Background: an optimization exercise with open tools, aiming at small area and a short achievable clock period. Do not read the settings as production practice.
Function was checked by simulation only, so behaviour that the tests miss may differ from the original.

==> v32: inputs <==
## fir_gen
module fir_gen (
  input clk, input reset, input Load_x,
  input signed [8:0] x_in, input signed [8:0] c_in,
  output signed [10:0] y_out);
make LEC_CHECK=0 CAP_MARGIN=20 CORE_MARGIN=2 CORE_UTILIZATION=55 SETUP_SLACK_MARGIN=2.9 SLEW_MARGIN=20 SYNTH_HIERARCHICAL=1 SYNTH_MINIMUM_KEEP_SIZE=0 finish   # period 6.0 ns
run.sh (not shown) runs the stock make flow with config.mk's settings and CLKGATE_MAP_FILE= SYNTH_SCRIPT=/design/flow/synth_recipe.tcl, a recipe that flattens the netlist after the stock synthesis.
==> v16: changes against v32 <==
--- a/flow/design.v
+++ b/flow/design.v
@@ -50,25 +50,25 @@
     assign cin_m[4*j]   = ~p & (q ^ r);
     assign cin_m[4*j+1] = (~p & q & r) | (p & ~q & ~r);
     assign cin_m[4*j+2] = p & (q ^ r);
     assign cin_m[4*j+3] = p & q & r;
     assign cin_s[j] = cx[3*j+3];
   end endgenerate
-  reg [8:0] c0raw;
+  reg [14:0] c0r;
   wire [9:0] c0_raw;
-  wire [14:0] c0r;
+  wire [14:0] c0_r4;
   generate for (j = 0; j < 3; j = j + 1) begin : raw0
     wire [2:0] mag = {cm[0][4*j+3], cm[0][4*j+1] | cm[0][4*j+2], cm[0][4*j] | cm[0][4*j+2]};
     wire [9:0] v = cs[0][j] ? (~{7'd0, mag} + 10'd1) : {7'd0, mag};
   end endgenerate
   assign c0_raw = raw0[0].v + (raw0[1].v << 3) + (raw0[2].v << 6);
-  wire [10:0] c0x = {c0raw[8], c0raw, 1'b0};
+  wire [10:0] c0x = {c0_raw[8], c0_raw[8:0], 1'b0};
   generate for (j = 0; j < 5; j = j + 1) begin : rec4
-    assign c0r[3*j]   = c0x[2*j+1] ^ c0x[2*j];
-    assign c0r[3*j+1] = (c0x[2*j+2] & ~c0x[2*j+1] & ~c0x[2*j]) | (~c0x[2*j+2] & c0x[2*j+1] & c0x[2*j]);
-    assign c0r[3*j+2] = c0x[2*j+2];
+    assign c0_r4[3*j]   = c0x[2*j+1] ^ c0x[2*j];
+    assign c0_r4[3*j+1] = (c0x[2*j+2] & ~c0x[2*j+1] & ~c0x[2*j]) | (~c0x[2*j+2] & c0x[2*j+1] & c0x[2*j]);
+    assign c0_r4[3*j+2] = c0x[2*j+2];
   end endgenerate
   reg [10:0] y;
   assign y_out = y;
   integer k;
   always @(posedge clk or posedge reset)
     if (reset) begin
@@ -1909,13 +1909,13 @@
   wire [10:0] fs_hi;
   fir_cpa ucpa (.a(fa), .b(fb), .s(fs_hi));
   wire [18:0] fs = {fs_hi, 8'd0};
   always @(posedge clk) begin
       x <= x_in;
       x3 <= x3_in;
-      c0raw <= c0_raw[8:0];
+      c0r <= c0_r4;
       xn <= ~x_in;
       x3n <= ~x3_in;
       a14_0[0] <= cs[14][0];
       a14_1[0] <= b14_p1;
       a14_0[1] <= b14_p2;
       a14_0[2] <= b14_p3;
@@ -2399,14 +2399,18 @@
 endmodule
 module fir_fa (input a, input b, input c, output s, output co);
   assign s = a ^ b ^ c;
   assign co = (a & b) | (a & c) | (b & c);
 endmodule
 module fir_cpa (input [18:0] a, input [18:0] b, output [10:0] s);
-  wire [18:0] p0 = a ^ b;
-  wire [18:0] g0 = a & b;
+  wire [18:0] p0, g0;
+  genvar i;
+  generate for (i = 0; i < 19; i = i + 1) begin : pg
+    fir_xor2 ux (.a(a[i]), .b(b[i]), .s(p0[i]));
+    fir_and2 ua (.a(a[i]), .b(b[i]), .s(g0[i]));
+  end endgenerate
   wire [18:0] g1, p1;
   assign g1[0] = g0[0];
   assign p1[0] = p0[0];
   assign g1[1] = g0[1] | (p0[1] & g0[0]);
   assign p1[1] = p0[1] & p0[0];
   assign g1[2] = g0[2] | (p0[2] & g0[1]);
@@ -2608,10 +2612,16 @@
   assign s[6] = p0[14] ^ g5[13];
   assign s[7] = p0[15] ^ g5[14];
   assign s[8] = p0[16] ^ g5[15];
   assign s[9] = p0[17] ^ g5[16];
   assign s[10] = p0[18] ^ g5[17];
 endmodule
+module fir_xor2 (input a, input b, output s);
+  assign s = a ^ b;
+endmodule
+module fir_and2 (input a, input b, output s);
+  assign s = a & b;
+endmodule
 module fir_ha (input a, input b, output s, output co);
   assign s = a ^ b;
   assign co = a & b;
 endmodule
Settings changed: CORE_UTILIZATION 55 to 68, SETUP_SLACK_MARGIN 2.9 to 3.3, TNS_END_PERCENT from default to 5.
==> qor.yml <==
outcome:
  status: "no timing/DRC/antenna violations"
cells_and_area:
  syn_to_final_growth_pct: 12.2
  seq_area_sq_um: 16600
sta:
  final.setup.worst_slack_ns: 3.19
  worstMarginPinSlew_ns: 0.986
critical_path:
  path_cells: "buf_12 -> inv_12 -> a22o_1 -> a221oi_2 -> xnor2_1 -> fa_2 -> fa_1 -> fa_1"
  path_depth: 8
  ff2ff_path_depth: 8
yosys:
  synthCells: 3856
global_routing:
  grt_pass1_wl_mm: 202
  antenna_found_initial: 2
clocking:
  clk_latency_ns: 0.64
the above is filed under v16

==> qor.yml <==
outcome:
  status: "no timing/DRC/antenna violations"
critical_path:
  ff2ff_path_depth: 6
  cp-startpoint: "x3[7]$_DFF_P_"
  path_depth: 6
  path_cells: "a22o_1 -> a221oi_2 -> xnor2_1 -> fa_1 -> fa_1 -> fa_1"
cells_and_area:
  final_common_cell: "fa_1"
  seq_area_sq_um: 16400
global_routing:
  antenna_found_initial: 0
  grt_pass1_wl_mm: 208
yosys:
  synthCells: 3876
  synthFlopType: "dfxtp_1"
clocking:
  clk_latency_ns: 0.66
sta:
  hold_violations: 0
  worstMarginPinSlew_ns: 1.08
the above is filed under v32



==> trial 17 <==
Another version of the RTL of fir_gen (not shown whole).
// fir_gen
module fir_gen (
  input clk, input reset, input Load_x,
  input signed [8:0] x_in, input signed [8:0] c_in,
  output signed [10:0] y_out);
  reg [11:0] cm [0:14];   
  reg [2:0] cs [0:14];    
  reg [8:0] x;
  reg [10:0] x3;
  wire [10:0] x3_in = {x_in[8], x_in[8], x_in} + {x_in[8], x_in, 1'b0};
  reg [8:0] xn;     
  reg [10:0] x3n;   
  reg [18:0] a14_0;
  reg [18:0] a14_1;
  reg [18:0] a13_0;
  reg [18:0] a13_1;
  reg [18:0] a12_0;
  reg [18:0] a12_1;
  reg [18:0] a11_0;
  reg [18:0] a11_1;
  reg [18:0] a10_0;
  reg [18:0] a10_1;
  reg [18:0] a9_0;
  reg [18:0] a9_1;
  reg [18:0] a8_0;
  reg [18:0] a8_1;
  reg [18:0] a7_0;
  reg [18:0] a7_1;
  reg [18:0] a6_0;
  reg [18:0] a6_1;
  reg [18:0] a5_0;
  reg [18:0] a5_1;
  reg [18:0] a4_0;
  reg [18:0] a4_1;
  reg [18:0] a3_0;
  reg [18:0] a3_1;
  reg [18:0] a2_0;
  reg [18:0] a2_1;
  reg [18:0] a1_0;
  reg [18:0] a1_1;
  reg [18:0] q0;
  reg [18:0] q1;
  wire [9:0] cx = {c_in, 1'b0};
  wire [11:0] cin_m;
  wire [2:0] cin_s;
  genvar j;
  generate for (j = 0; j < 3; j = j + 1) begin : rec
    wire p = cx[3*j+2] ^ cx[3*j+3];
    wire q = cx[3*j+1] ^ cx[3*j+3];
    wire r = cx[3*j] ^ cx[3*j+3];
    assign cin_m[4*j]   = ~p & (q ^ r);
    assign cin_m[4*j+1] = (~p & q & r) | (p & ~q & ~r);
    assign cin_m[4*j+2] = p & (q ^ r);
    assign cin_m[4*j+3] = p & q & r;
    assign cin_s[j] = cx[3*j+3];
  end endgenerate
  reg [14:0] c0r;
  wire [9:0] c1_raw;
  wire [14:0] c1_r4;
  generate for (j = 0; j < 3; j = j + 1) begin : raw1
    wire [2:0] mag = {cm[1][4*j+3], cm[1][4*j+1] | cm[1][4*j+2], cm[1][4*j] | cm[1][4*j+2]};
    wire [9:0] v = cs[1][j] ? (~{7'd0, mag} + 10'd1) : {7'd0, mag};
  end endgenerate
  assign c1_raw = raw1[0].v + (raw1[1].v << 3) + (raw1[2].v << 6);
  wire [10:0] c1x = {c1_raw[8], c1_raw[8:0], 1'b0};
  ...
clock: 6.0 ns
lec_check: 0
cap_margin: 20
core_margin: 2
core_utilization: 55
setup_slack_margin: 2.9
slew_margin: 20
synth_hierarchical: 1
synth_minimum_keep_size: 0
==> trial 29 (differences from trial 17) <==
- CORE_UTILIZATION: 55 -> 68
- SETUP_SLACK_MARGIN: 2.9 -> 3.0
==> summary.txt <==
Global routing:
- In the global route stage, met1 resource usage came out at 0.493.
- The global-route wire length before repair is roughly 200000 um.

Placement:
- Detailed placement finished with a half-perimeter wire length of 80100 um.

Die:
- The horizontal die dimension is 263 um.

Detailed routing:
- Dividing the detail-routed wire length by the instance count gives 27.7 um.
- The detailed route wirelength on metal2 is 60900 um.
- The detailed router placed 31900 vias in this run.

Cells and area:
- The number of ordinary and repair buffers in the finished layout is 120.

Clocking:
- The quantity of gates resized following cts is 81.

Min path:
- The worst hold path terminates at a8_0[18]$_DFF_P_.

Outcome:
- The run finished with no timing, DRC or antenna violations.
(the above is from trial 29)
==> summary.txt <==
Min path:
- The end of the worst hold path is a2_0[18]$_DFF_P_.

Die:
- The die is 292 um wide.

Outcome:
- The run finished with no timing, DRC or antenna violations.

Detailed routing:
- The detailed route wirelength on metal2 is 62200 um.
- The total via count after detailed routing is 31000.

Cells and area:
- Leaving out the clock tree, the finished layout contains a buffer count of 103.

Clocking:
- The number of gates resized after CTS was 65.
(the above is from trial 17)


==> run a <==
fir_gen with an RTL version that a note above also has.
export LEC_CHECK = 0
export CAP_MARGIN = 20
export CORE_MARGIN = 2
export CORE_UTILIZATION = 68
export CTS_BUF_LIST = sky130_fd_sc_hd__clkbuf_8
export SETUP_SLACK_MARGIN = 3.2
export SLEW_MARGIN = 20
export SYNTH_HIERARCHICAL = 1
export SYNTH_MINIMUM_KEEP_SIZE = 0
create_clock -name core_clock -period 6.0 [get_ports {clk}]
==> run b (differences from run a) <==
==> flow/config.mk (replaced) <==
export PLATFORM = sky130hd
export DESIGN_NAME = fir_gen
export DESIGN_NICKNAME = fir_gen
export VERILOG_FILES = /design/flow/design.v
export SDC_FILE = /design/flow/constraint.sdc
export NUM_CORES = 4
export LEC_CHECK = 0
export CAP_MARGIN = 20
export CORE_MARGIN = 2
export CORE_UTILIZATION = 68
export SETUP_SLACK_MARGIN = 3.4
export SLEW_MARGIN = 20
export SYNTH_HIERARCHICAL = 1
export SYNTH_MINIMUM_KEEP_SIZE = 0
==> run c (differences from run a) <==
--- a/flow/design.v
+++ b/flow/design.v
@@ -48,29 +48,29 @@
     wire q = cx[3*j+1] ^ cx[3*j+3];
     wire r = cx[3*j] ^ cx[3*j+3];
     assign cin_m[4*j]   = ~p & (q ^ r);
     assign cin_m[4*j+1] = (~p & q & r) | (p & ~q & ~r);
     assign cin_m[4*j+2] = p & (q ^ r);
     assign cin_m[4*j+3] = p & q & r;
     assign cin_s[j] = cx[3*j+3];
   end endgenerate
-  reg [14:0] c0r;
+  reg [8:0] c0raw;
   wire [9:0] c0_raw;
-  wire [14:0] c0_r4;
+  wire [14:0] c0r;
   generate for (j = 0; j < 3; j = j + 1) begin : raw0
     wire [2:0] mag = {cm[0][4*j+3], cm[0][4*j+1] | cm[0][4*j+2], cm[0][4*j] | cm[0][4*j+2]};
     wire [9:0] v = cs[0][j] ? (~{7'd0, mag} + 10'd1) : {7'd0, mag};
   end endgenerate
   assign c0_raw = raw0[0].v + (raw0[1].v << 3) + (raw0[2].v << 6);
-  wire [10:0] c0x = {c0_raw[8], c0_raw[8:0], 1'b0};
+  wire [10:0] c0x = {c0raw[8], c0raw, 1'b0};
   generate for (j = 0; j < 5; j = j + 1) begin : rec4
-    assign c0_r4[3*j]   = c0x[2*j+1] ^ c0x[2*j];
-    assign c0_r4[3*j+1] = (c0x[2*j+2] & ~c0x[2*j+1] & ~c0x[2*j]) | (~c0x[2*j+2] & c0x[2*j+1] & c0x[2*j]);
-    assign c0_r4[3*j+2] = c0x[2*j+2];
+    assign c0r[3*j]   = c0x[2*j+1] ^ c0x[2*j];
+    assign c0r[3*j+1] = (c0x[2*j+2] & ~c0x[2*j+1] & ~c0x[2*j]) | (~c0x[2*j+2] & c0x[2*j+1] & c0x[2*j]);
+    assign c0r[3*j+2] = c0x[2*j+2];
   end endgenerate
   reg [10:0] y;
   assign y_out = y;
   integer k;
   always @(posedge clk or posedge reset)
     if (reset) begin
       for (k = 0; k < 15; k = k + 1) begin cm[k] <= 12'd0; cs[k] <= 3'd0; end
     end else if (!Load_x) begin
@@ -1907,17 +1907,17 @@
   wire [18:0] fa = {f_c1208, f_c1207, f_c1206, f_c1205, f_c1204, f_c1203, f_c1202, f_c1201, f_c1200, f_c1199, f_c1198, f_c1197, f_c1196, f_c1195, f_c1194, f_c1193, f_c1192, f_c1191, f_s1191};
   wire [18:0] fb = {f_s1209, f_s1208, f_s1207, f_s1206, f_s1205, f_s1204, f_s1203, f_s1202, f_s1201, f_s1200, f_s1199, f_s1198, f_s1197, f_s1196, f_s1195, f_s1194, f_s1193, f_s1192, a1_1[0]};
   wire [10:0] fs_hi;
   fir_cpa ucpa (.a(fa), .b(fb), .s(fs_hi));
   wire [18:0] fs = {fs_hi, 8'd0};
   always @(posedge clk) begin
       x <= x_in;
       x3 <= x3_in;
-      c0r <= c0_r4;
+      c0raw <= c0_raw[8:0];
       xn <= ~x_in;
       x3n <= ~x3_in;
       a14_0[0] <= cs[14][0];
       a14_1[0] <= b14_p1;
       a14_0[1] <= b14_p2;
       a14_0[2] <= b14_p3;
       a14_0[3] <= r14_s37;
       a14_0[4] <= r14_s38;
@@ -2397,22 +2397,18 @@
       y <= fs[18:8];
   end
 endmodule
 module fir_fa (input a, input b, input c, output s, output co);
   assign s = a ^ b ^ c;
   assign co = (a & b) | (a & c) | (b & c);
 endmodule
 module fir_cpa (input [18:0] a, input [18:0] b, output [10:0] s);
-  wire [18:0] p0, g0;
-  genvar i;
-  generate for (i = 0; i < 19; i = i + 1) begin : pg
-    fir_xor2 ux (.a(a[i]), .b(b[i]), .s(p0[i]));
-    fir_and2 ua (.a(a[i]), .b(b[i]), .s(g0[i]));
-  end endgenerate
+  wire [18:0] p0 = a ^ b;
+  wire [18:0] g0 = a & b;
   wire [18:0] g1, p1;
   assign g1[0] = g0[0];
   assign p1[0] = p0[0];
   assign g1[1] = g0[1] | (p0[1] & g0[0]);
   assign p1[1] = p0[1] & p0[0];
   assign g1[2] = g0[2] | (p0[2] & g0[1]);
   assign p1[2] = p0[2] & p0[1];
   assign g1[3] = g0[3] | (p0[3] & g0[2]);
@@ -2610,18 +2606,12 @@
   assign s[4] = p0[12] ^ g5[11];
   assign s[5] = p0[13] ^ g5[12];
   assign s[6] = p0[14] ^ g5[13];
   assign s[7] = p0[15] ^ g5[14];
   assign s[8] = p0[16] ^ g5[15];
   assign s[9] = p0[17] ^ g5[16];
   assign s[10] = p0[18] ^ g5[17];
 endmodule
-module fir_xor2 (input a, input b, output s);
-  assign s = a ^ b;
-endmodule
-module fir_and2 (input a, input b, output s);
-  assign s = a & b;
-endmodule
 module fir_ha (input a, input b, output s, output co);
   assign s = a ^ b;
   assign co = a & b;
 endmodule
==> flow/config.mk (replaced) <==
export PLATFORM = sky130hd
export DESIGN_NAME = fir_gen
export DESIGN_NICKNAME = fir_gen
export VERILOG_FILES = /design/flow/design.v
export SDC_FILE = /design/flow/constraint.sdc
export NUM_CORES = 4
export LEC_CHECK = 0
export CAP_MARGIN = 20
export CORE_MARGIN = 2
export CORE_UTILIZATION = 68
export SETUP_SLACK_MARGIN = 3.0
export SLEW_MARGIN = 20
export SYNTH_HIERARCHICAL = 1
export SYNTH_MINIMUM_KEEP_SIZE = 0
==> qor summary <==
| item | run b | run a | run c |
|---|---|---|---|
| Area share of xor/xnor cells in the synthesized design | 10.9% | 10.9% | 9.79% |
| Outcome | no timing/DRC/antenna violations | no timing/DRC/antenna violations | no timing/DRC/antenna violations |
| Routed wire length on met2 | 75.3 mm | 62.8 mm | 60.6 mm |
| Post-DP HPWL | 80.6 mm | 80.8 mm | 81.3 mm |
| DR WL/cell | 34.2 um | 28.2 um | 27.6 um |
| Clock root buffer | clkbuf_16 | clkbuf_8 | clkbuf_16 |
| Worst hold slack across all endpoints | 0.426 ns | 0.419 ns | 0.426 ns |
| DRC marker count from the first detailed-route iteration | 5199 | 3555 | 3673 |
| Number of cells in the design after placement | 4442 | 4438 | 4495 |
| Total die area | 71200 um2 | 71200 um2 | 71600 um2 |
| Global-route met2 utilization | 65.5% | 60.2% | 58.3% |
| Number of inserted filler cells in the final layout | 3024 | 4393 | 4646 |
| Share of the clock period used by the worst path | 47.8% | 47.9% | 50.2% |

==> re-timing with driven ports <==
In the flow no input, the clock included, has a driving cell. The finished layouts below were timed again as built, in two steps.
Step 1: set_driving_cell puts a clkbuf_16 on clk and a buf_2 on each other input, an assumption about the parent block.
Step 2 moves the port delays by t, midway between the first and last clock arrival at a register: inputs arrive t later, outputs are due t later. That takes back most of the time a late clock gives input paths.
a / b / c = ideal ports / drivers / drivers and shift; a / b = the first two.
| run | shift t [ns] | setup WS [ns] | hold slack, ns | slew at the worst register clock pin (ns) |
|---|---|---|---|---|
| v32 | 0.716 | 2.891 / 2.891 / 2.314 | 0.423 / 0.423 / 0.423 | 0.07 / 0.07 |
| v16 | 0.697 | 3.185 / 3.185 / 2.562 | 0.424 / 0.424 / 0.424 | 0.07 / 0.07 |
| trial 17 | 0.705 | 2.893 / 2.893 / 2.274 | 0.425 / 0.425 / 0.425 | 0.06 / 0.06 |
| trial 29 | 0.701 | 2.977 / 2.977 / 2.392 | 0.424 / 0.424 / 0.424 | 0.07 / 0.07 |
| run a | 0.837 | 3.128 / 3.128 / 2.430 | 0.419 / 0.419 / 0.419 | 0.07 / 0.07 |
| run b | 0.724 | 3.132 / 3.132 / 2.599 | 0.426 / 0.426 / 0.426 | 0.07 / 0.07 |
| run c | 0.688 | 2.989 / 2.989 / 2.426 | 0.426 / 0.426 / 0.426 | 0.07 / 0.07 |
After both steps every run listed still meets setup and hold. For run a, which loses most, drivers alone change the setup slack by 0.000 ns; drivers and shift together by -0.698 ns.
